This is an optimization exercise on Yosys and OpenROAD, whose aim is small area, a short achievable clock period and few clock cycles per item, not a production implementation. Function was checked by simulation only, so behaviour that the tests miss may differ from the original.

==> design.v <==
module absdiff (
	input  wire [30:0] x,
	input  wire [30:0] y,
	output wire [30:0] d,
	output wire        xgty,
	output wire        xeqy
);
localparam N = 31;
localparam L = 5;
wire [N-1:0] p0 = ~(x ^ y);
wire [N-1:0] g0 = x & ~y;
reg [N-1:0] G;
reg [N-1:0] P;
reg [N-1:0] c;
integer l, i;
always @* begin
	G = g0;
	P = p0;
	for (l = 0; l < L; l = l + 1)
		for (i = 0; i < N; i = i + 1)
			if ((i >> l) & 1) begin
				G[i] = G[i] | (P[i] & G[((i >> l) << l) - 1]);
				P[i] = P[i] & P[((i >> l) << l) - 1];
			end
	c[0] = G[N-1];
	for (i = 1; i < N; i = i + 1)
		c[i] = G[i-1] | (P[i-1] & G[N-1]);
end
wire gall = G[N-1];
assign d    = p0 ^ c ^ {N{~gall}};
assign xgty = gall;
assign xeqy = P[N-1];
endmodule
module top(
		input wire [31:0] opa,
		input wire [31:0] opb,
		input wire start,
		input wire rst,
		input wire clk,
		output reg done,
		output reg [31:0] result
);
reg        busy;
reg        sb;      
reg  [4:0] k;
reg [31:0] a;
reg [31:0] b;
wire        xgty;
wire        xeqy;
wire [30:0] dh;
wire [30:0] xh = a[31:1] & {31{b[0]}};
wire [30:0] yh = b[31:1] & {31{(a[0] | ~b[0]) & ~sb}};
absdiff u_absdiff(.x(xh), .y(yh), .d(dh), .xgty(xgty), .xeqy(xeqy));
wire za  = (a == 32'd0);
wire eqt = xeqy & a[0] & b[0];
wire fin = za | eqt;
wire kz  = (k == 5'd0);
always @* begin
	done   = busy & fin & kz;
	result = b;
end
wire accept = start & (~busy | done);
wire [2:0] tz = xh[2:0] ^ yh[2:0];
reg  [30:0] ds;
always @* begin
	if (tz[0])      ds = dh;
	else if (tz[1]) ds = {1'b0, dh[30:1]};
	else if (tz[2]) ds = {2'b0, dh[30:2]};
	else            ds = {3'b0, dh[30:3]};
end
reg  [4:0] kin;
wire [31:0] oab = opa | opb;
integer i;
always @* begin
	kin = 5'd0;
	for (i = 31; i >= 0; i = i - 1)
		if (oab[i]) kin = i[4:0];
	if (opa == 32'd0 || opb == 32'd0) kin = 5'd0;
end
always @(posedge clk or negedge rst) begin
	if (~rst) begin
		busy <= 1'b0;
	end else begin
		busy <= start | (busy & ~done);
	end
end
always @(posedge clk) begin
	sb <= fin & ~accept;
	if (accept) begin
		a <= opa;
		b <= opb;
		k <= kin;
	end else begin
		a <= {1'b0, ds};
		if (fin) begin
			b <= {b[30:0], 1'b0};
			k <= k - 5'd1;
		end else if (~xgty)
			b <= a;
	end
end
endmodule
==> flow/run.sh <==
#!/bin/bash
# Standard layout, with plain buf_1 cells as the port buffers.
set -euo pipefail
export BUFFER_PORTS_ARGS="-buffer_cell sky130_fd_sc_hd__buf_1"
bash standard.sh > standard.log 2>&1
==> standard.sh <==
#!/bin/bash
# synth_recipe.tcl (not shown) runs the flow's synth.tcl, then flattens the netlist and writes it again
# the make line also repeats each setting of config.mk as NAME=value (left out here)
make -C /OpenROAD-flow-scripts/flow DESIGN_CONFIG=/design/flow/config.mk WORK_HOME=/design/flow/orfs CLKGATE_MAP_FILE= SYNTH_SCRIPT=/design/flow/synth_recipe.tcl "${@:-finish}"
==> config.mk <==
export PLATFORM = sky130hd
export DESIGN_NAME = top
export DESIGN_NICKNAME = top
export VERILOG_FILES = /design/flow/design.v
export SDC_FILE = /design/flow/constraint.sdc
export NUM_CORES = 4
export LEC_CHECK = 0
export CAP_MARGIN = 20
export CORE_MARGIN = 2
export CORE_UTILIZATION = 40
export SETUP_SLACK_MARGIN = 2
export SLEW_MARGIN = 20
==> constraint.sdc <==
create_clock -name core_clock -period 7.0 [get_ports {clk}]
set_input_delay 1.4000 -clock core_clock [delete_from_list [all_inputs] [get_ports {clk}]]
set_output_delay 1.4000 -clock core_clock [all_outputs]
set_load 0.01 [all_outputs]
==> run notes, run 1 <==
aggregate negative setup slack=0 ns; die height=133 um; final setup vio count=0; area fraction in compound gates after synthesis=about a quarter; crit path time final=4.82 ns; mean post-synth cell area=between 8 and 9 um^2; post-synthesis sequential element count=a little over 70; initial core utilization=roughly two fifths; Final #Nets=1005; count of placed standard cells including taps=1105; number of nets in the synthesized netlist=924; Tightest Hold Check Type=reg2reg; x dimension of the die=133 um; outcome=complete, no violations; basic-gate share of the synthesized area counting and, or, nand and nor cells=24.2%; wire length per cell after detailed routing=21.1 um; critical hold path startpoint=busy; number of enable flip-flop cells after synthesis=37; filler cell count=between 1500 and 2000; share of flip-flops with an asynchronous set or reset=around 1.4%; worst max-slew margin expressed relative to the limit=~39%; data arrival time of the worst path=3.42 ns; category of the critical setup timing path=reg2out; share of synthesized area spent on multiplexers=6.61%; Util after Layout=a little under half; synthesis warning total=2; area added between synthesis and finish=13.2%; reported max-cap violation count=0; number of buffers inserted by hold repair at cts=0; Ant. Diodes=0; Detailed Routing Iterations Pass 1=6; type of element capturing the critical path=output port; clk root buf=sky130_fd_sc_hd__clkbuf_16; GP Congestion=between 0.9 and 1; slack of the worst reg-to-reg path=2.38 ns; Worst-Skew Late Latency=around 0.34 ns; DPL Wire Length=approximately 18 mm; IO Count=100; final setup margin=2.18 ns; logic depth of the worst register-to-register path=12; kind of launch point of the worst setup path=register; Crit Path Max Fanout=36; final hold slack=approximately 0.6 ns; site row count=between 40 and 50; Cell variety after synth=82; xor/xnor cell area share of the yosys netlist=7.04%; vias in the first global route=6414; via density per instance=~6.2; synthesized instance count=approximately 820; dominant combinational cell family by area after synthesis=compound AO/OA/AOI/OAI gates; clock slew seen by the registers of the worst setup and hold paths=~0.06 ns; first-pass GRT wire length=between 30 and 40 mm; pins over their slew limit=0; total global routing track utilization=approximately a quarter; hold-critical path endpoint=busy; Worst Max-Slew Pin Slew=approximately 0.91 ns; total congestion overflow after global routing=0; initial antenna violation count=0; RSZ-0062 raised after global routing=false; number of port buffers=99; core area=16000 um^2; highest attainable clock frequency=208 MHz; startpoint of the worst-slack reg-to-reg timing path=a[0]; area share of fa/ha/maj cells after synthesis=under 10%; r2r endpoint=b[13]; area of the die=17600 um^2; layout cells sized above 1=between 7 and 8%; Worst Clk Skew=roughly 0.011 ns; routed vias=between 6000 and 7000; worst hold path depth=2; htree depth=3; most used flip-flop cell after synthesis=sky130_fd_sc_hd__edfxtp_1; Netlist Area Pre-Place=6610 um^2; clock tree from TritonCTS=built; number of antenna-violating nets in the routed design=0; share of the cycle needed by the critical path after routing=68.8%; worst setup timing slack at the placement stage=~1.6 ns; final count of hold timing violations=0; drc violations=0; clock net sink count=71; TritonCTS Buffers=9; post-route insts no fill=approximately 1100; Longest Clk Path Bufs=2; share of the yosys chip area belonging to registers=between 20 and 30%; Crit path required time=roughly 5.6 ns; drt initial violations=between 800 and 900; Detailed Route WL=between 20 and 25 mm; largest net degree at the start of global routing=a little under 60
## through the flow
step	area (um^2)
floorplan	6610
global placement	7130
detailed placement	7130
CTS	7480
global route	7480
finish	7480
## cells by family (layout without fill, tap and decap cells)
kind of cell | count (synthesis) | after routing
adders and majority gates | 33 | 33
and+or+nand+nor | 336 | 336
buffers and inverters | 55 | 141
DFF | 71 | 71
xor gates and xnor gates | 48 | 48
AOI/OAI and AO/OA | 238 | 238
muxes | 43 | 43
## layout make-up
cell class / instances / area, um^2 / area share [%]
tap: 216 / 270 / 3.61
inverter: 13 / 48.8 / 0.652
clock buffer: 10 / 250 / 3.34
sequential: 71 / 1800 / 24.0
clock inverter: 6 / 48.8 / 0.652
multi-input combinational: 698 / 4580 / 61.2
timing repair buffer: 112 / 485 / 6.49
## synthesized netlist by cell type (9+ instances only)
cell type                  number  area (um^2)
sky130_fd_sc_hd__clkbuf_1      26         97.6
sky130_fd_sc_hd__and2_1        35          219
sky130_fd_sc_hd__xor2_1        13          114
sky130_fd_sc_hd__o22ai_1       18          113
sky130_fd_sc_hd__inv_1         13         48.8
sky130_fd_sc_hd__buf_2          9         45.0
sky130_fd_sc_hd__mux2i_1       41          410
sky130_fd_sc_hd__nor2_1        80          300
sky130_fd_sc_hd__o21ai_0       62          310
sky130_fd_sc_hd__xnor2_1       29          254
sky130_fd_sc_hd__o21ai_1        9         45.0
sky130_fd_sc_hd__edfxtp_1      37         1110
sky130_fd_sc_hd__a21oi_1       47          235
sky130_fd_sc_hd__dfxtp_1       33          661
sky130_fd_sc_hd__nand3_1       16         80.1
sky130_fd_sc_hd__nor3_1        11         55.1
sky130_fd_sc_hd__nor4_1        37          231
sky130_fd_sc_hd__nand2_1      119          447
sky130_fd_sc_hd__ha_1          33          413
sky130_fd_sc_hd__nand4_1        9         56.3
## worst max-delay path: stages, from the launching register on
cell and delay (ns):
sky130_fd_sc_hd__dfxtp_2 0.41, sky130_fd_sc_hd__inv_1 0.10, sky130_fd_sc_hd__a21oi_4 0.25, sky130_fd_sc_hd__buf_4 0.27, sky130_fd_sc_hd__nand2_1 0.10, sky130_fd_sc_hd__ha_1 0.40
sky130_fd_sc_hd__and4_1 0.22, sky130_fd_sc_hd__nand3_1 0.20, sky130_fd_sc_hd__nor2_2 0.21, sky130_fd_sc_hd__a41oi_4 0.13, sky130_fd_sc_hd__buf_6 0.24, sky130_fd_sc_hd__nor4b_1 0.32
sky130_fd_sc_hd__buf_1 0.18
## cells in the final DEF (no fill, tap or decap), types with 9 or more instances in the layout
cell                        netlist  routed
sky130_fd_sc_hd__a21oi_1         47      46
sky130_fd_sc_hd__and2_1          35      34
sky130_fd_sc_hd__buf_1            1      99
sky130_fd_sc_hd__buf_4            2      11
sky130_fd_sc_hd__clkbuf_16        0      10
sky130_fd_sc_hd__dfxtp_1         33      32
sky130_fd_sc_hd__edfxtp_1        37      37
sky130_fd_sc_hd__ha_1            33      33
sky130_fd_sc_hd__inv_1           13      13
sky130_fd_sc_hd__mux2i_1         41      41
sky130_fd_sc_hd__nand2_1        119     118
sky130_fd_sc_hd__nand3_1         16      16
sky130_fd_sc_hd__nand4_1          9       9
sky130_fd_sc_hd__nor2_1          80      79
sky130_fd_sc_hd__nor3_1          11      11
sky130_fd_sc_hd__nor4_1          37      37
sky130_fd_sc_hd__o21ai_0         62      62
sky130_fd_sc_hd__o21ai_1          9       9
sky130_fd_sc_hd__o22ai_1         18      18
sky130_fd_sc_hd__xnor2_1         29      29
sky130_fd_sc_hd__xor2_1          13      13
## state kept, by name, summed over array words and instances, names as in the netlist
name and cells:
b 32, sb 1, k 5, a 32, busy 1
## per-layer routing
metal  GRT usage, %  part of all wire (%)  up-vias
li1               -                     -     3223
met4           8.84                   3.2        0
met1           39.3                    46     3277
met2           38.3                    42      383
met3           4.67                   8.7       53
met5              0                     0        -
## what timing repair did
item | CTS | global route
setup buffers | 5 | 0
pin swaps | 1 | 0
endpoints found under the setup margin | 93 | 37
gates resized for setup | 3 | 2
## worst max-delay path by stage
stage / start / to / cells after the start
floorplan: b[0] / done / 12
global placement: b[0] / b[7] / 13
detailed placement: b[0] / b[6] / 13
CTS: a[0] / done / 12
global route: a[0] / done / 12
finish: a[0] / done / 12
Testbench counts, summed over its fixed seeds: cycles 52,913, items 2,400.
==> run 2: changes to the inputs <==
--- a/config.mk
+++ b/config.mk
@@ -7,6 +7,6 @@
 export LEC_CHECK = 0
 export CAP_MARGIN = 20
 export CORE_MARGIN = 2
-export CORE_UTILIZATION = 40
+export CORE_UTILIZATION = 60
 export SETUP_SLACK_MARGIN = 2
 export SLEW_MARGIN = 20
==> run 2 against run 1 <==
  * Still clean
  * Global-route usage increased by 13 points
  * Synthesized cell count unchanged
  * Count of clock-buffer cells in the layout increased by 1
  * Worst setup slack got worse by 0.085 ns
  * Highest routed layer unchanged
==> run notes, run 2 <==
site row count=38; IO Count=100; share of flip-flops with an asynchronous set or reset=about 1.4%; leading cell types in the layout, fill and taps excluded=sky130_fd_sc_hd__nand2_1 (118), sky130_fd_sc_hd__buf_1 (99), sky130_fd_sc_hd__nor2_1 (80); post-route insts no fill=between 1000 and 1500; total congestion overflow after global routing=0; initial core utilization=61.2%; synthesis warning total=2; vias in the first global route=about 6400; kind of launch point of the worst setup path=register; Final #Nets=~1000; share of the yosys chip area belonging to registers=between 20 and 30%; number of nets in the synthesized netlist=~920; Worst Max-Slew Pin Slew=approximately 1.1 ns; outcome=complete, no violations; share of the cycle needed by the critical path after routing=between 70% and 80%; area of the die=11900 um^2; cell type with the largest total area after synthesis=sky130_fd_sc_hd__edfxtp_1; highest attainable clock frequency=204 MHz; count of placed standard cells including taps=1028; DPL Wire Length=between 15 and 20 mm; Detailed Routing Iterations Pass 1=7; initial antenna violation count=0; final setup vio count=0; Tightest Hold Check Type=reg2reg; number of enable flip-flop cells after synthesis=37; Detailed Route WL=23.1 mm; category of the critical setup timing path=reg2out; Synth top area share=between 15 and 20%; total global routing track utilization=between 30% and 40%; drt initial violations=between 900 and 1000; crit path time final=between 4 and 5 ns; reported max-cap violation count=0; area added between synthesis and finish=10.4%; logic depth of the worst register-to-register path=14; clk root buf=sky130_fd_sc_hd__clkbuf_8; most instantiated cells after synthesis=sky130_fd_sc_hd__nand2_1 (119), sky130_fd_sc_hd__nor2_1 (80), sky130_fd_sc_hd__o21ai_0 (62); via density per instance=6.70; post-synthesis sequential element count=a little over 70; clock tree from TritonCTS=built; number of buffers inserted by hold repair at cts=0; most used flip-flop cell after synthesis=sky130_fd_sc_hd__edfxtp_1; synthesized instance count=around 820; Netlist Area Pre-Place=~6600 um^2; data arrival time of the worst path=approximately 3.5 ns; dominant cells by area after synthesis=sky130_fd_sc_hd__edfxtp_1 (17%), sky130_fd_sc_hd__dfxtp_1 (10%), sky130_fd_sc_hd__nand2_1 (6.8%); critical hold path startpoint=busy; startpoint of the worst-slack reg-to-reg timing path=a[0]; Crit Path Max Fanout=36; final count of hold timing violations=0; number of antenna-violating nets in the routed design=0; chain of cells forming the critical path=inv_1 > a21oi_4 > buf_4 > nand2_1 > ha_1 > and4_1 > nand3_1 > nor2_1 > a41oi_4 > buf_6 > nor4b_1 > buf_1; GP Congestion=approximately 1; htree depth=3; Crit-path slowest cell=sky130_fd_sc_hd__dfxtp_1; worst setup timing slack at the placement stage=approximately 1.2 ns; highest cell delay on the worst timing path=between 0.4 and 0.5 ns; Longest Clk Path Bufs=2; final setup margin=~2.1 ns; aggregate negative setup slack=0 ns; layout cells sized above 1=about 7.6%; type of element capturing the critical path=output port; Cell variety after synth=between 80 and 90; wire length per cell after detailed routing=between 20 and 25 um; first-pass GRT wire length=~35 mm; Worst Clk Skew=0.0143 ns; drc violations=0; number of port buffers=between 90 and 100; TritonCTS Buffers=9; r2r endpoint=b[5]; RSZ-0062 raised after global routing=true; pins over their slew limit=0; largest net degree at the start of global routing=between 50 and 60; most frequent standard cell in the layout excluding fill and tap cells=sky130_fd_sc_hd__nand2_1; core area=10800 um^2; mean post-synth cell area=between 8 and 9 um^2; registers with the most flip-flops=a (32), b (32), k (5); worst max-slew margin expressed relative to the limit=28.9%; slack of the worst reg-to-reg path=2.31 ns; die height=approximately 110 um; dominant cell by count in the synthesized netlist=sky130_fd_sc_hd__nand2_1; Worst-Skew Late Latency=roughly 0.37 ns; clock net sink count=between 70 and 80; worst hold path depth=2; Ant. Diodes=0; Crit path required time=between 5 and 6 ns; clock slew seen by the registers of the worst setup and hold paths=0.08 ns; hold-critical path endpoint=busy; routed vias=approximately 7000; x dimension of the die=approximately 110 um
==> run 2: cell count changes in the layout (fill, tap and decap cells not counted), moves of 2 or more <==
cell                        delta
sky130_fd_sc_hd__clkbuf_8     +11
sky130_fd_sc_hd__clkbuf_16    -10
sky130_fd_sc_hd__inv_6         -3
sky130_fd_sc_hd__buf_4         -2
sky130_fd_sc_hd__ha_1          -2
sky130_fd_sc_hd__ha_4          +2
==> run 2: kinds of logic (layout without fill, tap and decap cells) <==
group                      Yosys count  after routing  share of synthesized area [%]
buffers and inverters               55            139                           4.13
muxes                               43             43                           6.61
DFF                                 71             71                           27.2
adders and majority gates           33             33                           6.25
AOI/OAI and AO/OA                  238            238                           24.6
xor gates and xnor gates            48             48                           7.04
and+or+nand+nor                    336            337                           24.2
==> run 2: worst max-delay path by stage <==
stage | from | cells past startpoint | endpoint | slack [ns]
floorplan | b[0] | 12 | done | 2.44
global placement | b[0] | 11 | done | 1.52
detailed placement | b[0] | 13 | b[5] | 1.16
CTS | a[0] | 11 | done | 2.06
global route | a[0] | 12 | done | 1.92
finish | a[0] | 12 | done | 2.10
==> run 2: layout make-up <==
cell class / count / area, um^2
sequential: 71 / 1800
multi-input combinational: 699 / 4610
clock inverter: 5 / 55.1
fill: 973 / 3490
tap: 140 / 175
clock buffer: 11 / 151
inverter: 13 / 48.8
timing repair buffer: 110 / 462
==> run 2: worst max-delay path, delay by kind of cell, from the launching register on <==
family | cells | cell delay [ns]
adders and majority gates | 1 | 0.42
DFF | 1 | 0.44
AOI/OAI and AO/OA | 2 | 0.32
and+or+nand+nor | 5 | 1.15
buffers and inverters | 4 | 0.75
==> run 2: through the flow <==
step | util, % | hold WS [ns] | instance area, um^2
after detailed placement | 65.0 | 0.591 | 7020
after floorplan | - | 0.504 | 6610
after CTS | 67.4 | 0.613 | 7280
final | 67.6 | 0.608 | 7300
after global routing | 67.6 | 0.662 | 7300
after global placement | 65.0 | 0.546 | 7020
==> run 2: layer usage <==
metal / up-vias / global-route usage (%) / share of wire (%)
met2: 508 / 54.4 / 42
met1: 3261 / 57.8 / 44
met3: 44 / 9.44 / 12
met5: - / 0 / 0
met4: 0 / 15.2 / 2.7
li1: 3219 / - / -
==> run 2: what timing repair did <==
item / in CTS / in global routing
endpoints found under the setup margin: 107 / 62
setup buffers: 4 / 0
resized for setup: 4 / 3
cloned: 0 / 1
pin swaps: 1 / 2
endpoints found under the hold margin: 0 / 0
==> run 3: changes to the inputs <==
--- a/config.mk
+++ b/config.mk
@@ -7,6 +7,6 @@
 export LEC_CHECK = 0
 export CAP_MARGIN = 20
 export CORE_MARGIN = 2
-export CORE_UTILIZATION = 60
-export SETUP_SLACK_MARGIN = 2
+export CORE_UTILIZATION = 40
+export SETUP_SLACK_MARGIN = 3.5
 export SLEW_MARGIN = 20
==> run 3 against run 2 <==
  * Still clean on timing, DRC and antenna
  * Highest routed layer unchanged
  * Count of clock-buffer cells in the layout did not move
  * Hold slack got worse by 0.019 ns
  * Sequential share of layout area shrank 5.2 points
  * Non-clock buffer count is 79 higher
  * First-iteration DRC count decreased by 15%
  * Synthesized cell count stayed put
  * Final area is 27% higher
  * Cell count increased by 15%
==> run notes, run 3 <==
outcome=complete, no violations; Ant. Diodes=0; clock net sink count=a little over 70; via density per instance=6.21; Detailed Route WL=roughly 27 mm; initial antenna violation count=0; end point of the critical path=done; dominant combinational cell family by area after synthesis=compound AO/OA/AOI/OAI gates; pins over their slew limit=0; Util after Layout=between 50 and 60%; number of nets in the synthesized netlist=924; number of enable flip-flop cells after synthesis=37; htree depth=3; highest attainable clock frequency=approximately 240 MHz; Worst Clk Skew=just under 0.007 ns; synthesized instance count=between 800 and 900; post-synthesis sequential element count=slightly above 70; kind of launch point of the worst setup path=register; r2r endpoint=a[4]; Longest Clk Path Bufs=2; most frequent standard cell in the layout excluding fill and tap cells=sky130_fd_sc_hd__nand2_1; Crit path required time=5.60 ns; drt initial violations=808; final count of hold timing violations=0; share of the cycle needed by the critical path after routing=between 60% and 70%; area used by multi-input combinational logic=approximately 5600 um^2; total congestion overflow after global routing=0; xor/xnor cell area share of the yosys netlist=7.04%; synthesis warning total=2; crit path launch=b[0]; Cell variety after synth=82; share of synthesized area spent on multiplexers=6.61%; final hold slack=0.589 ns; leading cell types in the layout, fill and taps excluded=sky130_fd_sc_hd__nand2_1 (114), sky130_fd_sc_hd__buf_1 (98), sky130_fd_sc_hd__nor2_1 (78); wire length per cell after detailed routing=approximately 22 um; reported max-cap violation count=0; cell type with the largest total area after synthesis=sky130_fd_sc_hd__edfxtp_1; total global routing track utilization=between 20% and 30%; clock tree from TritonCTS=built; crit path time final=roughly 4.2 ns; filler cell count=~1500; Synth top area share=between 10% and 20%; worst hold path depth=2; TritonCTS Buffers=9; drc violations=0; RSZ-0062 raised after global routing=true; type of element capturing the critical path=output port; category of the critical setup timing path=reg2out; logic depth of the worst register-to-register path=22; x dimension of the die=roughly 130 um; area fraction in compound gates after synthesis=about a quarter; Final #Nets=1085; Detailed Routing Iterations Pass 1=6; routed vias=roughly 7500; site row count=46; initial core utilization=roughly two fifths; number of port buffers=slightly below 100; share of the yosys chip area belonging to registers=a little over a quarter; vias in the first global route=just under 7000; first-pass GRT wire length=39.2 mm; number of antenna-violating nets in the routed design=0; dominant cells by area after synthesis=sky130_fd_sc_hd__edfxtp_1 (17%), sky130_fd_sc_hd__dfxtp_1 (10%), sky130_fd_sc_hd__nand2_1 (6.8%); worst max-slew margin expressed relative to the limit=a little over a third; Worst-Skew Late Latency=0.33 ns; startpoint of the worst-slack reg-to-reg timing path=b[0]; Crit Path Max Fanout=7; aggregate negative setup slack=0 ns; sequential standard cell area=1800 um^2; share of flip-flops with an asynchronous set or reset=under 10%; GP Congestion=slightly above 0.9; mean post-synth cell area=about 8 um^2; DPL Wire Length=about 18 mm; slack of the worst reg-to-reg path=approximately 2.8 ns; die height=133 um; Netlist Area Pre-Place=around 6600 um^2; clk root buf=sky130_fd_sc_hd__clkbuf_16; most instantiated cells after synthesis=sky130_fd_sc_hd__nand2_1 (119), sky130_fd_sc_hd__nor2_1 (80), sky130_fd_sc_hd__o21ai_0 (62); area share of fa/ha/maj cells after synthesis=approximately 6.2%; largest net degree at the start of global routing=59; Tightest Hold Check Type=reg2reg; IO Count=100; area of the die=about 18000 um^2; area added between synthesis and finish=40.3%; dominant cell by count in the synthesized netlist=sky130_fd_sc_hd__nand2_1; core area=roughly 16000 um^2; Worst Max-Slew Pin Slew=around 0.97 ns; data arrival time of the worst path=between 2 and 3 ns; basic-gate share of the synthesized area counting and, or, nand and nor cells=~24%; clock slew seen by the registers of the worst setup and hold paths=0.06 ns; most used flip-flop cell after synthesis=sky130_fd_sc_hd__edfxtp_1; layout cells sized above 1=between 20% and 30%; registers with the most flip-flops=a (32), b (32), k (5); final setup vio count=0
## run 3: logic make-up (layout without fill, tap and decap cells)
| logic type | Yosys count | after routing |
|---|---|---|
| AOI/OAI and AO/OA | 238 | 238 |
| xor gates and xnor gates | 48 | 48 |
| adders and majority gates | 33 | 33 |
| buffers and inverters | 55 | 218 |
| DFF | 71 | 71 |
| muxes | 43 | 43 |
| and+or+nand+nor | 336 | 339 |
## run 3: per-stage QoR
step	setup slack, ns	instances	instance area, um^2
5_1_grt	2.63	1206	9280
3_5_place_dp	1.38	1103	7340
6_report	2.79	1206	9280
3_3_place_gp	1.50	1103	7340
2_1_floorplan	3.10	824	6920
4_1_cts	2.89	1162	8620
## run 3: routing by layer
metal / GRT usage [%] / share of wire, % / up-vias
met2: 43.1 / 45 / 468
met3: 4.18 / 9.5 / 84
met1: 41.9 / 43 / 3555
met4: 9.74 / 3.4 / 0
met5: 0 / 0 / -
li1: - / - / 3384
## run 3: worst max-delay path: stages (launching register included)
cell	delay [ns]
sky130_fd_sc_hd__edfxtp_1	0.44
sky130_fd_sc_hd__a21oi_4	0.20
sky130_fd_sc_hd__buf_4	0.16
sky130_fd_sc_hd__clkbuf_16	0.14
sky130_fd_sc_hd__nand2_1	0.09
sky130_fd_sc_hd__ha_4	0.34
sky130_fd_sc_hd__nand3_4	0.13
sky130_fd_sc_hd__nor2_4	0.16
sky130_fd_sc_hd__and3_4	0.23
sky130_fd_sc_hd__a41oi_4	0.18
sky130_fd_sc_hd__nor4b_4	0.23
sky130_fd_sc_hd__buf_2	0.17
## run 3: what timing repair did
action                                  4_1_cts  5_1_grt
pin swaps                                    22       71
cloned                                        4        1
resized for setup                            92       54
endpoints found under the setup margin      109      107
hold buffers                                  0        0
setup buffers                                39       43
## run 3: layout make-up
class	instances	area share, %
Clock buffer	11	2.62
Timing Repair Buffer	189	13.1
Inverter	13	0.526
Tap cell	216	2.91
Clock inverter	5	1.13
Sequential cell	71	19.4
Multi-Input combinational cell	701	60.3
## run 3: how the worst min path moves through the flow
| stage | slack, ns | startpoint | end |
|---|---|---|---|
| 6_report | 0.59 | a[0] | b[0] |
| 5_1_grt | 0.62 | a[0] | b[0] |
| 4_1_cts | 0.62 | busy | busy |
| 3_5_place_dp | 0.60 | busy | busy |
| 3_3_place_gp | 0.58 | busy | busy |
| 2_1_floorplan | 0.52 | busy | busy |
==> run 4: changes to the inputs <==
--- a/config.mk
+++ b/config.mk
@@ -8,5 +8,5 @@
 export CAP_MARGIN = 20
 export CORE_MARGIN = 2
 export CORE_UTILIZATION = 40
-export SETUP_SLACK_MARGIN = 3.5
+export SETUP_SLACK_MARGIN = 3
 export SLEW_MARGIN = 20
==> run 4 against run 3 <==
  * Still clean on timing, DRC and antenna
  * Register-to-register slack better by 0.19 ns
  * Worst setup slack better by 0.014 ns
  * Area after synthesis unchanged
  * Count of clock-buffer cells in the layout decreased by 2
  * Global-route usage is 0.99 points lower
  * Sequential share of layout area is 1.6 points higher
  * Critical path type unchanged
  * Critical endpoint unchanged
  * Largest cell class unchanged
  * Highest routed layer unchanged
==> run notes, run 4 <==
outcome=complete, no violations; Longest Clk Path Bufs=2; mean post-synth cell area=8.02 um^2; routing usage on met3=4.94%; highest attainable clock frequency=between 200 and 250 MHz; Crit path required time=5.60 ns; final setup vio count=0; cell type with the largest total area after synthesis=sky130_fd_sc_hd__edfxtp_1; category of the critical setup timing path=reg2out; Crit Path Max Fanout=8; share of flip-flops with an asynchronous set or reset=around 1.4%; clock slew seen by the registers of the worst setup and hold paths=0.06 ns; registers with the most flip-flops=a (32), b (32), k (5); Worst Clk Skew=approximately 0.005 ns; area of the die=between 15000 and 20000 um^2; die height=between 100 and 150 um; DPL Wire Length=about 18 mm; Final #Nets=1042; routed vias=between 7000 and 8000; synthesis warning total=2; clock tree from TritonCTS=built; critical hold path startpoint=busy; most used routing layer in global routing=met2; area added between synthesis and finish=29.3%; logic depth of the worst register-to-register path=18; IO Count=100; Crit-path slowest cell=sky130_fd_sc_hd__edfxtp_1; Netlist Area Pre-Place=6610 um^2; Worst Max-Slew Pin Slew=between 0.7 and 0.8 ns; wire length per cell after detailed routing=~22 um; RSZ-0062 raised after global routing=true; slack of the worst reg-to-reg path=approximately 3 ns; synthesized instance count=between 800 and 900; number of port buffers=between 90 and 100; Detailed Routing Iterations Pass 1=5; startpoint of the worst-slack reg-to-reg timing path=b[0]; Util after Layout=between 50% and 60%; Finished Cell Area=roughly 8500 um^2; placement-stage cell area=between 7000 and 8000 um^2; number of antenna-violating nets in the routed design=0; reported max-cap violation count=0; layout cells sized above 1=between 10% and 20%; post-route insts no fill=about 1200; chain of cells forming the critical path=a21oi_4 > buf_12 > buf_12 > nand2_2 > ha_4 > nand4_4 > nor2_4 > and3_4 > a41oi_4 > nor4b_4 > buf_2; clock net sink count=between 70 and 80; initial core utilization=approximately 41%; dominant cells by area after synthesis=sky130_fd_sc_hd__edfxtp_1 (17%), sky130_fd_sc_hd__dfxtp_1 (10%), sky130_fd_sc_hd__nand2_1 (6.8%); r2r endpoint=a[4]; TritonCTS Buffers=9; crit path time final=between 4 and 5 ns; initial antenna violation count=0; site row count=46; drc violations=0; data arrival time of the worst path=2.80 ns; aggregate negative setup slack=0 ns; met1 usage=roughly two fifths; total congestion overflow after global routing=0; dominant cell by count in the synthesized netlist=sky130_fd_sc_hd__nand2_1; leading cell types in the layout, fill and taps excluded=sky130_fd_sc_hd__nand2_1 (105), sky130_fd_sc_hd__buf_1 (98), sky130_fd_sc_hd__nor2_1 (78); largest net degree at the start of global routing=between 50 and 60; Detailed Route WL=roughly 25 mm; total global routing track utilization=27.7%; Worst-Skew Late Latency=0.34 ns; worst path buffer plus inverter count=3; post-synthesis sequential element count=71; final hold slack=0.599 ns; kind of launch point of the worst setup path=register; vias in the first global route=6669; share of the yosys chip area belonging to registers=27.2%; number of enable flip-flop cells after synthesis=37; number of nets in the synthesized netlist=roughly 920; pins over their slew limit=0; core area=approximately 16000 um^2; Synth top area share=~17%; via density per instance=about 6; drt initial violations=approximately 800; share of the cycle needed by the critical path after routing=about three fifths; Tightest Hold Check Type=reg2reg; family with the most delay on the worst path=simple AND/OR/NAND/NOR gates; GP Congestion=approximately 0.94; worst hold path depth=2; hold-critical path endpoint=busy; Ant. Diodes=0; final count of hold timing violations=0; most frequent standard cell in the layout excluding fill and tap cells=sky130_fd_sc_hd__nand2_1; highest cell delay on the worst timing path=0.46 ns; grt met2 use=between 40% and 50%; most instantiated cells after synthesis=sky130_fd_sc_hd__nand2_1 (119), sky130_fd_sc_hd__nor2_1 (80), sky130_fd_sc_hd__o21ai_0 (62); Cell variety after synth=a little over 80; htree depth=3; x dimension of the die=133 um; count of placed standard cells including taps=roughly 1100; most used flip-flop cell after synthesis=sky130_fd_sc_hd__edfxtp_1; clk root buf=sky130_fd_sc_hd__clkbuf_16; worst max-slew margin expressed relative to the limit=between 40% and 50%; most repeated library cell on the critical path=sky130_fd_sc_hd__buf_12; type of element capturing the critical path=output port; first-pass GRT wire length=approximately 38 mm
[run 4: cell counts after synthesis]
No cell type changed its count.
[run 4: worst max-delay path by stage]
stage,from,end,cells after the start,slack [ns]
finish,b[0],done,11,2.80
global route,b[0],done,11,2.73
CTS,b[0],done,10,2.84
detailed placement,b[0],a[4],15,1.59
global placement,b[0],a[4],15,1.68
floorplan,b[0],done,12,3.00
[run 4: kinds of logic (layout without fill, tap and decap cells)]
logic type,count (synthesis),after routing,synth area share [%]
AOI/OAI and AO/OA,238,238,24.6
xor gates and xnor gates,48,48,7.04
adders and majority gates,33,33,6.25
buffers and inverters,55,177,4.13
DFF,71,71,27.2
muxes,43,43,6.61
and+or+nand+nor,336,337,24.2
[run 4: worst register-to-register path: cells and delay by family, from the launching register on]
kind,cells,cell delay [ns]
XOR/XNOR,1,0.20
buffers and inverters,5,0.86
adder cells (fa/ha/maj),1,0.30
flip-flops,1,0.46
AND/OR/NAND/NOR,5,0.56
AO/OA/AOI/OAI,6,1.50
[run 4: metal layers]
metal | up-vias | part of all wire (%)
li1 | 3304 | -
met1 | 3339 | 43
met2 | 389 | 45
met3 | 47 | 10
met4 | 0 | 1.8
met5 | - | 0
[run 4: stage by stage]
step                setup slack [ns]
finish                          2.80
CTS                             2.84
global placement                1.68
detailed placement              1.59
floorplan                       3.00
global route                    2.73
[run 4: area by class of cell]
class | instances | area, um^2
Fill cell | 1545 | 7450
Multi-Input combinational cell | 699 | 5280
Tap cell | 216 | 270
Clock buffer | 9 | 225
Clock inverter | 7 | 86.3
Inverter | 13 | 48.8
Timing Repair Buffer | 148 | 843
Sequential cell | 71 | 1800
[run 4: repair_timing]
action,4_1_cts,5_1_grt
setup endpoints to repair,108,85
pin swaps,6,22
setup buffers,9,29
gates resized for setup,34,72
cloned,0,3
hold buffers,0,0
==> run 5: changes to the inputs <==
--- a/config.mk
+++ b/config.mk
@@ -8,5 +8,5 @@
 export CAP_MARGIN = 20
 export CORE_MARGIN = 2
 export CORE_UTILIZATION = 40
-export SETUP_SLACK_MARGIN = 3
+export SETUP_SLACK_MARGIN = 2.4
 export SLEW_MARGIN = 20
==> run 5 against run 4 <==
  * Die area did not move
  * Count of clock-buffer cells in the layout rose by 1
  * Fmax fell by 5.7%
  * Critical path type unchanged
  * Highest routed layer unchanged
  * Critical path depth rose by 1
  * Utilization fell by 4.5 points
==> run notes, run 5 <==
routed vias=6988; clock slew seen by the registers of the worst setup and hold paths=around 0.060 ns; worst path buffer plus inverter count=4; drt initial violations=around 850; DPL Wire Length=between 15 and 20 mm; largest net degree at the start of global routing=58; Cell variety after synth=around 80; via density per instance=approximately 6.2; die height=around 130 um; highest attainable clock frequency=225 MHz; initial antenna violation count=0; area added between synthesis and finish=18.5%; most used flip-flop cell after synthesis=sky130_fd_sc_hd__edfxtp_1; aggregate negative setup slack=0 ns; Worst Max-Slew Pin Slew=roughly 0.97 ns; htree depth=3; share of the cycle needed by the critical path after routing=around 64%; area of the die=17600 um^2; Longest Clk Path Bufs=2; registers with the most flip-flops=a (32), b (32), k (5); most instantiated cells after synthesis=sky130_fd_sc_hd__nand2_1 (119), sky130_fd_sc_hd__nor2_1 (80), sky130_fd_sc_hd__o21ai_0 (62); dominant cell by count in the synthesized netlist=sky130_fd_sc_hd__nand2_1; outcome=complete, no violations; number of port buffers=a little under 100; post-synthesis sequential element count=just over 70; dominant cells by area after synthesis=sky130_fd_sc_hd__edfxtp_1 (17%), sky130_fd_sc_hd__dfxtp_1 (10%), sky130_fd_sc_hd__nand2_1 (6.8%); most frequent standard cell in the layout excluding fill and tap cells=sky130_fd_sc_hd__nand2_1; IO Count=100; met3 routed wirelength=2.15 mm; Final #Nets=approximately 1000; clock net sink count=71; final setup vio count=0; GP Congestion=about 0.94; Finished Cell Area=7830 um^2; Tightest Hold Check Type=reg2reg; total global routing track utilization=a little over a quarter; count of placed standard cells including taps=between 1000 and 1500; post-route insts no fill=between 1000 and 1500; first-pass GRT wire length=around 37 mm; crit path time final=around 4.5 ns; synthesis warning total=2; core area=around 16000 um^2; x dimension of the die=around 130 um; vias in the first global route=~6500; drc violations=0; Detailed Route WL=24.8 mm; number of antenna-violating nets in the routed design=0; Crit Path Max Fanout=8; routed length on met2=roughly 11 mm; TritonCTS Buffers=9; data arrival time of the worst path=3.05 ns; wire length per cell after detailed routing=around 22 um; Crit-path slowest cell=sky130_fd_sc_hd__edfxtp_1; Ant. Diodes=0; uppermost routed layer=met4; type of element capturing the critical path=output port; Netlist Area Pre-Place=6610 um^2; cell type with the largest total area after synthesis=sky130_fd_sc_hd__edfxtp_1; layout cells sized above 1=between 10 and 15%; initial core utilization=around two fifths; highest cell delay on the worst timing path=0.45 ns; final count of hold timing violations=0; worst max-slew margin expressed relative to the limit=a little over a third; category of the critical setup timing path=reg2out; leading cell types in the layout, fill and taps excluded=sky130_fd_sc_hd__nand2_1 (118), sky130_fd_sc_hd__buf_1 (98), sky130_fd_sc_hd__nor2_1 (78); number of nets in the synthesized netlist=between 900 and 1000; clk root buf=sky130_fd_sc_hd__clkbuf_16; clock tree from TritonCTS=built; placement-stage cell area=just over 7000 um^2; kind of launch point of the worst setup path=register; mean post-synth cell area=about 8 um^2; site row count=46; chain of cells forming the critical path=a21oi_4 > buf_4 > buf_8 > nand2_1 > ha_2 > and4_1 > nand3_4 > nor2_4 > a41oi_4 > buf_12 > nor4b_1 > buf_2; total congestion overflow after global routing=0; synthesized instance count=a little over 800; share of flip-flops with an asynchronous set or reset=1.41%; pins over their slew limit=0; share of the yosys chip area belonging to registers=about 27%; Detailed Routing Iterations Pass 1=6; Worst-Skew Late Latency=between 0.3 and 0.4 ns; RSZ-0062 raised after global routing=false; Worst Clk Skew=about 0.01 ns; Crit path required time=around 5.6 ns; family with the most delay on the worst path=simple AND/OR/NAND/NOR gates; number of enable flip-flop cells after synthesis=37; reported max-cap violation count=0; detailed-routing wirelength on met1=approximately 11 mm; Synth top area share=between 15 and 20%
## run 5: cell count changes in the layout (fill, tap and decap cells not counted), moves of 8 or more
cell | previous run | this run
sky130_fd_sc_hd__ha_1 | 5 | 15
sky130_fd_sc_hd__nand2_2 | 11 | 1
sky130_fd_sc_hd__xnor2_2 | 17 | 3
sky130_fd_sc_hd__nand2_1 | 105 | 118
sky130_fd_sc_hd__xnor2_1 | 15 | 29
sky130_fd_sc_hd__ha_2 | 0 | 8
sky130_fd_sc_hd__buf_4 | 39 | 15
sky130_fd_sc_hd__ha_4 | 28 | 10
## run 5: repair_timing
| item | 4_1_cts | 5_1_grt |
|---|---|---|
| setup buffers | 7 | 5 |
| pin swaps | 4 | 3 |
| endpoints found under the setup margin | 107 | 52 |
| gates cloned | 0 | 3 |
| hold buffers | 0 | 0 |
| resized for setup | 21 | 25 |
## run 5: final timing paths
check,startpoint,cells after the start,to,slack (ns)
worst max register to register,b[0],16,a[14],2.58
min in group asynchronous,rst,1,busy,0.82
worst min register to register,busy,2,busy,0.61
worst max-delay path,b[0],12,done,2.55
max in group asynchronous,rst,1,busy,6.08
worst min-delay path,busy,2,busy,0.61
## run 5: per-stage QoR
stage               util, %  worst slack [ns]  hold WS [ns]
finish                 49.0              2.55         0.606
global route           49.0              2.42         0.649
CTS                    47.6              2.40         0.610
detailed placement     44.6              1.59         0.595
global placement       44.6              1.68         0.569
floorplan                 -              2.44         0.504
## run 5: area by class of cell
| class | count | area [um^2] |
|---|---|---|
| fillers | 1622 | 8170 |
| clock buffers | 10 | 250 |
| repair buffers | 121 | 613 |
| multi-input cells | 699 | 4800 |
| flip-flops and latches | 71 | 1800 |
| well taps | 216 | 270 |
| inverters | 13 | 48.8 |
| clock inverters | 6 | 48.8 |
## run 5: cells by family after synthesis
group           after synthesis  synth area share [%]
fa+ha+maj                    33                  6.25
simple gates                336                  24.2
compound gates              238                  24.6
flops                        71                  27.2
xor+xnor                     48                  7.04
mux                          43                  6.61
buf+inv                      55                  4.13
## run 5: layer usage
layer / track usage [%] / vias up
li1: - / 3239
met1: 39.5 / 3301
met2: 39.2 / 400
met3: 4.48 / 48
met4: 8.48 / 0
met5: 0 / -
## run 5: tightest hold or removal path, stage by stage, from the launching register on
cell	delay, ns
sky130_fd_sc_hd__dfrtp_1	0.35
sky130_fd_sc_hd__o31ai_1	0.13
sky130_fd_sc_hd__nand2b_1	0.09
==> run 6: changes to the inputs <==
--- a/config.mk
+++ b/config.mk
@@ -8,5 +8,5 @@
 export CAP_MARGIN = 20
 export CORE_MARGIN = 2
 export CORE_UTILIZATION = 40
-export SETUP_SLACK_MARGIN = 2.4
+export SETUP_SLACK_MARGIN = 2.6
 export SLEW_MARGIN = 20
==> run 6 against run 5 <==
  * Via count grew 0.96%
  * Still clean on timing, DRC and antenna
  * First-iteration DRC count shrank 24%
  * Highest routed layer unchanged
  * Fmax rose by 0.43%
  * Largest cell class unchanged
  * Critical path depth did not move
  * Clock skew down 0.0036 ns
  * Cell count up 2.6%
  * Critical endpoint unchanged
  * Register-to-register slack better by 0.14 ns
  * Sequential share of layout area fell by 1.4 points
  * Synthesized cell count unchanged
==> run notes, run 6 <==
aggregate negative setup slack=0 ns; most used flip-flop cell after synthesis=sky130_fd_sc_hd__edfxtp_1; family with the most delay on the worst path=simple AND/OR/NAND/NOR gates; layout cells sized above 1=between 15 and 20%; clock net sink count=71; Crit path required time=approximately 5.6 ns; final hold slack=between 0.6 and 0.7 ns; Worst Clk Skew=0.00673 ns; r2r endpoint=a[8]; most frequent standard cell in the layout excluding fill and tap cells=sky130_fd_sc_hd__nand2_1; Detailed Routing Iterations Pass 1=5; cell type with the largest total area after synthesis=sky130_fd_sc_hd__edfxtp_1; largest net degree at the start of global routing=58; total congestion overflow after global routing=0; met1 usage=roughly two fifths; data arrival time of the worst path=3.03 ns; startpoint of the worst-slack reg-to-reg timing path=b[0]; outcome=complete, no violations; category of the critical setup timing path=reg2out; htree depth=3; initial core utilization=slightly above 40%; crit path time final=~4.4 ns; most repeated library cell on the critical path=sky130_fd_sc_hd__buf_12; chain of cells forming the critical path=a21oi_4 > buf_12 > clkbuf_16 > nand2_4 > ha_4 > and3_4 > nand3_4 > nor2_4 > a41oi_4 > buf_12 > nor4b_4 > buf_2; Crit Path Max Fanout=8; total global routing track utilization=between 20% and 30%; type of element capturing the critical path=output port; number of nets in the synthesized netlist=approximately 920; worst max-slew margin expressed relative to the limit=a little under half; Final #Nets=roughly 1000; mean post-synth cell area=~8.0 um^2; Tightest Hold Check Type=reg2reg; TritonCTS Buffers=9; highest cell delay on the worst timing path=0.48 ns; drt initial violations=650; Longest Clk Path Bufs=2; synthesized instance count=824; clk root buf=sky130_fd_sc_hd__clkbuf_16; wire length per cell after detailed routing=between 20 and 25 um; x dimension of the die=133 um; clock tree from TritonCTS=built; first-pass GRT wire length=between 30 and 40 mm; worst path buffer plus inverter count=4; post-synthesis sequential element count=between 70 and 80; GP Congestion=roughly 0.95; Netlist Area Pre-Place=6610 um^2; vias in the first global route=around 6400; final count of hold timing violations=0; Worst-Skew Late Latency=approximately 0.34 ns; most used routing layer in global routing=met2; critical hold path startpoint=busy; grt met2 use=about two fifths; Cell variety after synth=82; routed vias=~7100; number of antenna-violating nets in the routed design=0; IO Count=100; Worst Max-Slew Pin Slew=0.812 ns; worst hold path depth=2; highest attainable clock frequency=roughly 230 MHz; reported max-cap violation count=0; Ant. Diodes=0; DPL Wire Length=around 18 mm; registers with the most flip-flops=a (32), b (32), k (5); share of the yosys chip area belonging to registers=~27%; die height=between 100 and 150 um; routing usage on met3=5.48%; number of enable flip-flop cells after synthesis=37; RSZ-0062 raised after global routing=true; leading cell types in the layout, fill and taps excluded=sky130_fd_sc_hd__nand2_1 (112), sky130_fd_sc_hd__buf_1 (98), sky130_fd_sc_hd__nor2_1 (78); Detailed Route WL=approximately 26 mm; pins over their slew limit=0; area added between synthesis and finish=25.8%; share of the cycle needed by the critical path after routing=63.3%; most instantiated cells after synthesis=sky130_fd_sc_hd__nand2_1 (119), sky130_fd_sc_hd__nor2_1 (80), sky130_fd_sc_hd__o21ai_0 (62); area of the die=approximately 18000 um^2; hold-critical path endpoint=busy; core area=16000 um^2; slack of the worst reg-to-reg path=2.72 ns; Crit-path slowest cell=sky130_fd_sc_hd__edfxtp_1; dominant cell by count in the synthesized netlist=sky130_fd_sc_hd__nand2_1; Synth top area share=16.8%; kind of launch point of the worst setup path=register; number of port buffers=around 100; drc violations=0; share of flip-flops with an asynchronous set or reset=under 10%; via density per instance=about 6; synthesis warning total=2; final setup vio count=0; logic depth of the worst register-to-register path=17; initial antenna violation count=0; clock slew seen by the registers of the worst setup and hold paths=0.06 ns; site row count=46; dominant cells by area after synthesis=sky130_fd_sc_hd__edfxtp_1 (17%), sky130_fd_sc_hd__dfxtp_1 (10%), sky130_fd_sc_hd__nand2_1 (6.8%)
-- run 6: cell count changes in the layout (fill, tap and decap cells not counted), moves of 3 or more --
cell and change:
sky130_fd_sc_hd__buf_4 +24, sky130_fd_sc_hd__ha_4 +11, sky130_fd_sc_hd__nand2_4 +4, sky130_fd_sc_hd__nand2_1 -6, sky130_fd_sc_hd__ha_1 -8, sky130_fd_sc_hd__ha_2 -3
-- run 6: area by class of cell --
cell class	instances	area [um^2]
clock inverters	6	83.8
fillers	1604	7690
flip-flops and latches	71	1800
well taps	216	270
multi-input cells	699	5000
inverters	13	48.8
repair buffers	150	881
clock buffers	10	229
-- run 6: logic make-up after synthesis --
group | Yosys count | share of synthesized area (%)
buf+inv | 55 | 4.13
flops | 71 | 27.2
simple gates | 336 | 24.2
compound gates | 238 | 24.6
mux | 43 | 6.61
xor+xnor | 48 | 7.04
fa+ha+maj | 33 | 6.25
-- run 6: timing repair --
item,CTS,global route
setup endpoints to repair,109,88
hold endpoints to repair,0,0
hold buffers,0,0
cloned,1,4
resized for setup,14,70
pin swaps,5,24
buffers inserted,5,35
-- run 6: worst max path at each step --
stage / endpoint / slack (ns) / cells past startpoint / from
global placement: b[8] / 1.49 / 14 / b[0]
finish: done / 2.57 / 12 / b[0]
floorplan: done / 2.65 / 12 / b[0]
CTS: done / 2.41 / 11 / b[0]
detailed placement: b[7] / 1.38 / 14 / b[0]
global route: done / 2.50 / 12 / b[0]
-- run 6: per-layer routing --
layer | wire length (um) | vias up | share of wire [%]
met5 | 0 | - | 0
li1 | - | 3293 | -
met4 | 751 | 0 | 2.9
met1 | 11200 | 3315 | 44
met2 | 11300 | 385 | 44
met3 | 2340 | 62 | 9.1
-- run 6: tightest hold or removal path: stages (launching register included) --
cell                       delay [ns]
sky130_fd_sc_hd__dfrtp_1         0.36
sky130_fd_sc_hd__o31ai_1         0.13
sky130_fd_sc_hd__nand2b_1        0.09
-- run 6: stage by stage --
stage | instance area (um^2) | util [%] | worst slack [ns] | instances
floorplan | 6620 | - | 2.65 | 824
global placement | 7130 | 44.6 | 1.49 | 1104
detailed placement | 7130 | 44.6 | 1.38 | 1104
CTS | 7540 | 47.1 | 2.41 | 1126
global route | 8310 | 52.0 | 2.50 | 1165
finish | 8310 | 52.0 | 2.57 | 1165
==> run 7: changes to the inputs <==
--- a/config.mk
+++ b/config.mk
@@ -8,5 +8,5 @@
 export CAP_MARGIN = 20
 export CORE_MARGIN = 2
 export CORE_UTILIZATION = 40
-export SETUP_SLACK_MARGIN = 2.6
+export SETUP_SLACK_MARGIN = 2.5
 export SLEW_MARGIN = 20
==> run 7 against run 6 <==
  * Still clean
  * Cell count shrank 3.0%
  * Utilization shrank 4.3 points
  * Critical endpoint unchanged
==> run notes, run 7 <==
outcome=complete, no violations; GP Congestion=0.934; RSZ-0062 raised after global routing=false; share of flip-flops with an asynchronous set or reset=about 1.4%; sequential standard cell area=~1800 um^2; data arrival time of the worst path=around 3.0 ns; cell type with the largest total area after synthesis=sky130_fd_sc_hd__edfxtp_1; Cell variety after synth=82; Netlist Area Pre-Place=~6600 um^2; startpoint of the worst-slack reg-to-reg timing path=b[0]; Worst-Skew Late Latency=between 0.3 and 0.4 ns; mean post-synth cell area=approximately 8 um^2; area added between synthesis and finish=15.3%; vias in the first global route=6391; slack of the worst reg-to-reg path=2.77 ns; reported max-cap violation count=0; initial antenna violation count=0; most frequent standard cell in the layout excluding fill and tap cells=sky130_fd_sc_hd__nand2_1; post-route insts no fill=~1100; crit path launch=b[0]; crit path time final=4.35 ns; DPL Wire Length=approximately 18 mm; end point of the critical path=done; type of element capturing the critical path=output port; count of placed standard cells including taps=1103; aggregate negative setup slack=0 ns; clk root buf=sky130_fd_sc_hd__clkbuf_16; clock tree from TritonCTS=built; r2r endpoint=b[3]; post-synthesis sequential element count=71; highest attainable clock frequency=230 MHz; number of enable flip-flop cells after synthesis=37; htree depth=3; total congestion overflow after global routing=0; Longest Clk Path Bufs=2; Detailed Routing Iterations Pass 1=6; registers with the most flip-flops=a (32), b (32), k (5); clock slew seen by the registers of the worst setup and hold paths=roughly 0.060 ns; routed vias=approximately 7000; worst hold path depth=2; number of antenna-violating nets in the routed design=0; via density per instance=6.08; x dimension of the die=between 100 and 150 um; Synth top area share=about 17%; pins over their slew limit=0; drc violations=0; synthesis warning total=2; initial core utilization=between 40% and 50%; dominant cells by area after synthesis=sky130_fd_sc_hd__edfxtp_1 (17%), sky130_fd_sc_hd__dfxtp_1 (10%), sky130_fd_sc_hd__nand2_1 (6.8%); largest net degree at the start of global routing=between 50 and 60; Detailed Route WL=around 24 mm; area used by multi-input combinational logic=around 4700 um^2; final count of hold timing violations=0; wire length per cell after detailed routing=between 20 and 25 um; category of the critical setup timing path=reg2out; Crit path required time=about 5.6 ns; site row count=46; leading cell types in the layout, fill and taps excluded=sky130_fd_sc_hd__nand2_1 (118), sky130_fd_sc_hd__buf_1 (98), sky130_fd_sc_hd__nor2_1 (78); Worst Clk Skew=roughly 0.0057 ns; Ant. Diodes=0; Crit Path Max Fanout=16; number of port buffers=99; filler cell count=around 1700; die height=133 um; Tightest Hold Check Type=reg2reg; TritonCTS Buffers=9; Worst Max-Slew Pin Slew=approximately 0.84 ns; number of nets in the synthesized netlist=just over 900; total global routing track utilization=26.4%; kind of launch point of the worst setup path=register; dominant cell by count in the synthesized netlist=sky130_fd_sc_hd__nand2_1; Final #Nets=roughly 1000; area of the die=17600 um^2; logic depth of the worst register-to-register path=12; most instantiated cells after synthesis=sky130_fd_sc_hd__nand2_1 (119), sky130_fd_sc_hd__nor2_1 (80), sky130_fd_sc_hd__o21ai_0 (62); final setup vio count=0; share of the cycle needed by the critical path after routing=between 60 and 70%; clock net sink count=71; layout cells sized above 1=9.96%; synthesized instance count=824; first-pass GRT wire length=about 36 mm; core area=between 15000 and 20000 um^2; share of the yosys chip area belonging to registers=27.2%; final setup margin=roughly 2.7 ns; worst setup timing slack at the placement stage=between 1 and 1.5 ns; drt initial violations=a little over 600; worst max-slew margin expressed relative to the limit=about 44%; most used flip-flop cell after synthesis=sky130_fd_sc_hd__edfxtp_1; IO Count=100
-- run 7: cell counts after synthesis --
Identical to the previous run, type by type.
-- run 7: metal layers --
layer  global-route usage (%)  routed length [um]  vias up
li1                         -                   -     3238
met1                     38.7               11000     3254
met2                     40.0               10300      331
met3                     3.72                1830       52
met4                     8.24                 626        0
met5                        0                   0        -
-- run 7: worst min path at each step --
| stage | startpoint | to | slack [ns] |
|---|---|---|---|
| floorplan | busy | busy | 0.50 |
| detailed placement | busy | busy | 0.60 |
| CTS | busy | busy | 0.61 |
| global route | busy | busy | 0.67 |
| finish | busy | busy | 0.61 |
| global placement | busy | busy | 0.57 |
-- run 7: cell families (layout without fill, tap and decap cells) --
kind of cell             after synthesis  after routing  share of synthesized area, %
AO/OA/AOI/OAI                        238            238                          24.6
multiplexers                          43             43                          6.61
AND/OR/NAND/NOR                      336            336                          24.2
adder cells (fa/ha/maj)               33             33                          6.25
flip-flops                            71             71                          27.2
buffers and inverters                 55            145                          4.13
XOR/XNOR                              48             48                          7.04
-- run 7: stage by stage --
stage	utilization [%]	instance area, um^2	hold WS, ns
after detailed placement	44.4	7110	0.598
after CTS	46.9	7500	0.613
after floorplan	-	6620	0.504
after global placement	44.4	7110	0.567
after global routing	47.6	7620	0.671
final	47.6	7620	0.612
-- run 7: critical path: stages, from the launching register on --
cell and delay, ns:
sky130_fd_sc_hd__edfxtp_1 0.46, sky130_fd_sc_hd__a21oi_4 0.28, sky130_fd_sc_hd__buf_8 0.19, sky130_fd_sc_hd__nand2_1 0.10, sky130_fd_sc_hd__ha_2 0.40, sky130_fd_sc_hd__and4_1 0.23
sky130_fd_sc_hd__nand3_2 0.16, sky130_fd_sc_hd__nor2_4 0.18, sky130_fd_sc_hd__a41oi_4 0.17, sky130_fd_sc_hd__nor4b_2 0.28, sky130_fd_sc_hd__clkbuf_2 0.17
-- run 7: repair_timing --
| item | CTS | global route |
|---|---|---|
| setup endpoints to repair | 107 | 48 |
| buffers inserted | 4 | 7 |
| pin swaps | 2 | 4 |
| resized for setup | 15 | 17 |
| hold buffers | 0 | 0 |
-- run 7: final cells by class --
type | count | area share [%]
clock buffers | 10 | 3.14
clock inverters | 6 | 0.788
inverters | 13 | 0.640
multi-input cells | 698 | 61.5
flip-flops and latches | 71 | 23.6
well taps | 216 | 3.55
repair buffers | 116 | 6.81
==> run 8: changes to the inputs <==
--- a/config.mk
+++ b/config.mk
@@ -8,5 +8,6 @@
 export CAP_MARGIN = 20
 export CORE_MARGIN = 2
 export CORE_UTILIZATION = 40
+export PLACE_DENSITY = 0.8
 export SETUP_SLACK_MARGIN = 2.5
 export SLEW_MARGIN = 20
==> run 8 against run 7 <==
  * Register-to-register slack got worse by 0.13 ns
  * Critical path depth rose by 2
  * Utilization rose by 0.88 points
  * Final area rose by 1.9%
  * Non-clock buffer count rose by 4
  * Cell count rose by 0.35%
  * Global-route usage fell by 1.1 points
  * Area after synthesis did not move
==> run notes, run 8 <==
outcome=complete, no violations; crit path launch=a[0]; kind of launch point of the worst setup path=register; Crit path required time=between 5 and 6 ns; IO Count=100; number of buffers inserted by hold repair at cts=0; site row count=46; most instantiated cells after synthesis=sky130_fd_sc_hd__nand2_1 (119), sky130_fd_sc_hd__nor2_1 (80), sky130_fd_sc_hd__o21ai_0 (62); type of element capturing the critical path=output port; xor/xnor cell area share of the yosys netlist=roughly 7.0%; layout cells sized above 1=10.5%; Ant. Diodes=0; Tightest Hold Check Type=reg2reg; die height=133 um; clock slew seen by the registers of the worst setup and hold paths=roughly 0.06 ns; initial core utilization=roughly 41%; largest net degree at the start of global routing=slightly below 60; area share of fa/ha/maj cells after synthesis=under 10%; wire length per cell after detailed routing=~21 um; routed vias=slightly above 7000; Worst Clk Skew=about 0.0081 ns; cell type with the largest total area after synthesis=sky130_fd_sc_hd__edfxtp_1; synthesis warning total=2; Worst Max-Slew Pin Slew=slightly below 0.8 ns; Worst-Skew Late Latency=between 0.3 and 0.4 ns; area of the die=about 18000 um^2; share of the yosys chip area belonging to registers=around 27%; share of synthesized area spent on multiplexers=approximately 6.6%; number of enable flip-flop cells after synthesis=37; worst max-slew margin expressed relative to the limit=approximately half; DPL Wire Length=~17 mm; basic-gate share of the synthesized area counting and, or, nand and nor cells=between 20% and 30%; dominant cell by count in the synthesized netlist=sky130_fd_sc_hd__nand2_1; GP Congestion=approximately 1.0; data arrival time of the worst path=around 3 ns; clock net sink count=about 70; number of antenna-violating nets in the routed design=0; htree depth=3; leading cell types in the layout, fill and taps excluded=sky130_fd_sc_hd__nand2_1 (118), sky130_fd_sc_hd__buf_1 (98), sky130_fd_sc_hd__nor2_1 (78); number of nets in the synthesized netlist=~920; Netlist Area Pre-Place=~6600 um^2; clock tree from TritonCTS=built; Util after Layout=48.5%; dominant combinational cell family by area after synthesis=compound AO/OA/AOI/OAI gates; RSZ-0062 raised after global routing=true; most used flip-flop cell after synthesis=sky130_fd_sc_hd__edfxtp_1; category of the critical setup timing path=reg2out; crit path time final=roughly 4.4 ns; vias in the first global route=around 6700; TritonCTS Buffers=9; Crit Path Max Fanout=16; final count of hold timing violations=0; area fraction in compound gates after synthesis=roughly 25%; drc violations=0; area added between synthesis and finish=17.5%; critical hold path startpoint=busy; pins over their slew limit=0; Synth top area share=16.8%; reported max-cap violation count=0; Detailed Route WL=23.7 mm; Cell variety after synth=between 80 and 90; initial antenna violation count=0; core area=16000 um^2; post-synthesis sequential element count=about 70; number of port buffers=99; Detailed Routing Iterations Pass 1=6; via density per instance=6.35; registers with the most flip-flops=a (32), b (32), k (5); Longest Clk Path Bufs=2; final setup vio count=0; synthesized instance count=approximately 820; share of the cycle needed by the critical path after routing=62.9%; drt initial violations=between 1000 and 1500; aggregate negative setup slack=0 ns; first-pass GRT wire length=~36 mm; total global routing track utilization=between 20 and 30%; share of flip-flops with an asynchronous set or reset=~1.4%; Final #Nets=between 1000 and 1500; most frequent standard cell in the layout excluding fill and tap cells=sky130_fd_sc_hd__nand2_1; clk root buf=sky130_fd_sc_hd__clkbuf_16; x dimension of the die=about 130 um; mean post-synth cell area=8.02 um^2; highest attainable clock frequency=227 MHz; dominant cells by area after synthesis=sky130_fd_sc_hd__edfxtp_1 (17%), sky130_fd_sc_hd__dfxtp_1 (10%), sky130_fd_sc_hd__nand2_1 (6.8%); startpoint of the worst-slack reg-to-reg timing path=b[0]; final hold slack=0.600 ns; total congestion overflow after global routing=0
run 8: path summary, 6_finish.rpt:
kind / to / slack, ns / depth (start not counted)
setup reg to reg: a[5] / 2.64 / 16
max in group asynchronous: busy / 6.09 / 1
hold reg to reg: busy / 0.60 / 2
min in group asynchronous: busy / 0.81 / 1
setup / recovery: done / 2.60 / 12
hold / removal: busy / 0.60 / 2
run 8: cell families after synthesis:
family / after synthesis
XOR/XNOR: 48
adder cells (fa/ha/maj): 33
flip-flops: 71
AO/OA/AOI/OAI: 238
AND/OR/NAND/NOR: 336
multiplexers: 43
buffers and inverters: 55
run 8: area by class of cell:
class | count | area, um^2
well taps | 216 | 270
clock buffers | 10 | 229
inverters | 13 | 48.8
clock inverters | 6 | 85.1
flip-flops and latches | 71 | 1800
fillers | 1549 | 8240
repair buffers | 120 | 609
multi-input cells | 698 | 4720
run 8: per-layer routing:
layer | global-route usage, % | vias up | routed length [um]
met2 | 40.1 | 532 | 10800
met4 | 11.6 | 0 | 1030
met5 | 0 | - | 0
met1 | 33.9 | 3337 | 9150
li1 | - | 3238 | -
met3 | 4.21 | 93 | 2750
run 8: critical path, cell delays in order, from the launching register on:
cell and delay, ns:
sky130_fd_sc_hd__dfxtp_2 0.38, sky130_fd_sc_hd__inv_1 0.09, sky130_fd_sc_hd__a21oi_4 0.22, sky130_fd_sc_hd__buf_12 0.18, sky130_fd_sc_hd__nand2_1 0.08, sky130_fd_sc_hd__ha_2 0.39, sky130_fd_sc_hd__nand4_1 0.17, sky130_fd_sc_hd__nor2_1 0.16
sky130_fd_sc_hd__and3_4 0.25, sky130_fd_sc_hd__a41oi_4 0.18, sky130_fd_sc_hd__buf_12 0.18, sky130_fd_sc_hd__nor4b_2 0.22, sky130_fd_sc_hd__buf_2 0.16
run 8: what timing repair did:
action | in CTS | in global routing
gates resized for setup | 20 | 23
endpoints found under the setup margin | 103 | 53
cloned | 1 | 1
setup buffers | 3 | 9
pin swaps | 3 | 6
run 8: per-stage QoR:
step | instances | area [um^2] | setup slack, ns
after floorplan | 824 | 6620 | 2.56
after global placement | 1104 | 7120 | 1.78
after detailed placement | 1104 | 7120 | 1.66
after CTS | 1124 | 7560 | 2.49
after global routing | 1134 | 7760 | 2.45
final | 1134 | 7760 | 2.60

-- separate check: timing with driven ports --
How much do the figures lean on ideal ports? The routed layouts below were timed once more, with nothing changed but the port constraints.
Step 1 sets driving cells, clkbuf_16 on the clock port and buf_2 on the other inputs (assumed; they add their load-dependent delay and slew).
Step 2 adds t to the input delays and takes it off the output delays; t is the mean of the earliest and latest rising clock arrival at the registers after step 1. Input paths then give back, and output paths get back, about the clock's delay inside the block.
Slacks: ideal / step 1 / step 2; pairs: ideal / step 1.
| run | t, ns | slack for setup (ns) | worst setup path at the end | cell pins on the clock port's net |
|---|---|---|---|---|
| run 1 | 0.373 | 2.185 / 2.148 / 2.383 | register to register | 1 |
| run 2 | 0.395 | 2.100 / 2.068 / 2.307 | register to register | 1 |
| run 3 | 0.368 | 2.790 / 2.750 / 2.796 | register to register | 1 |
| run 4 | 0.377 | 2.804 / 2.765 / 2.989 | register to register | 1 |
| run 5 | 0.367 | 2.549 / 2.512 / 2.580 | register to register | 1 |
| run 6 | 0.368 | 2.568 / 2.533 / 2.719 | register to register | 1 |
| run 7 | 0.371 | 2.651 / 2.613 / 2.775 | register to register | 1 |
| run 8 | 0.369 | 2.599 / 2.565 / 2.641 | register to register | 1 |
After both steps setup and hold are still met in every run listed.
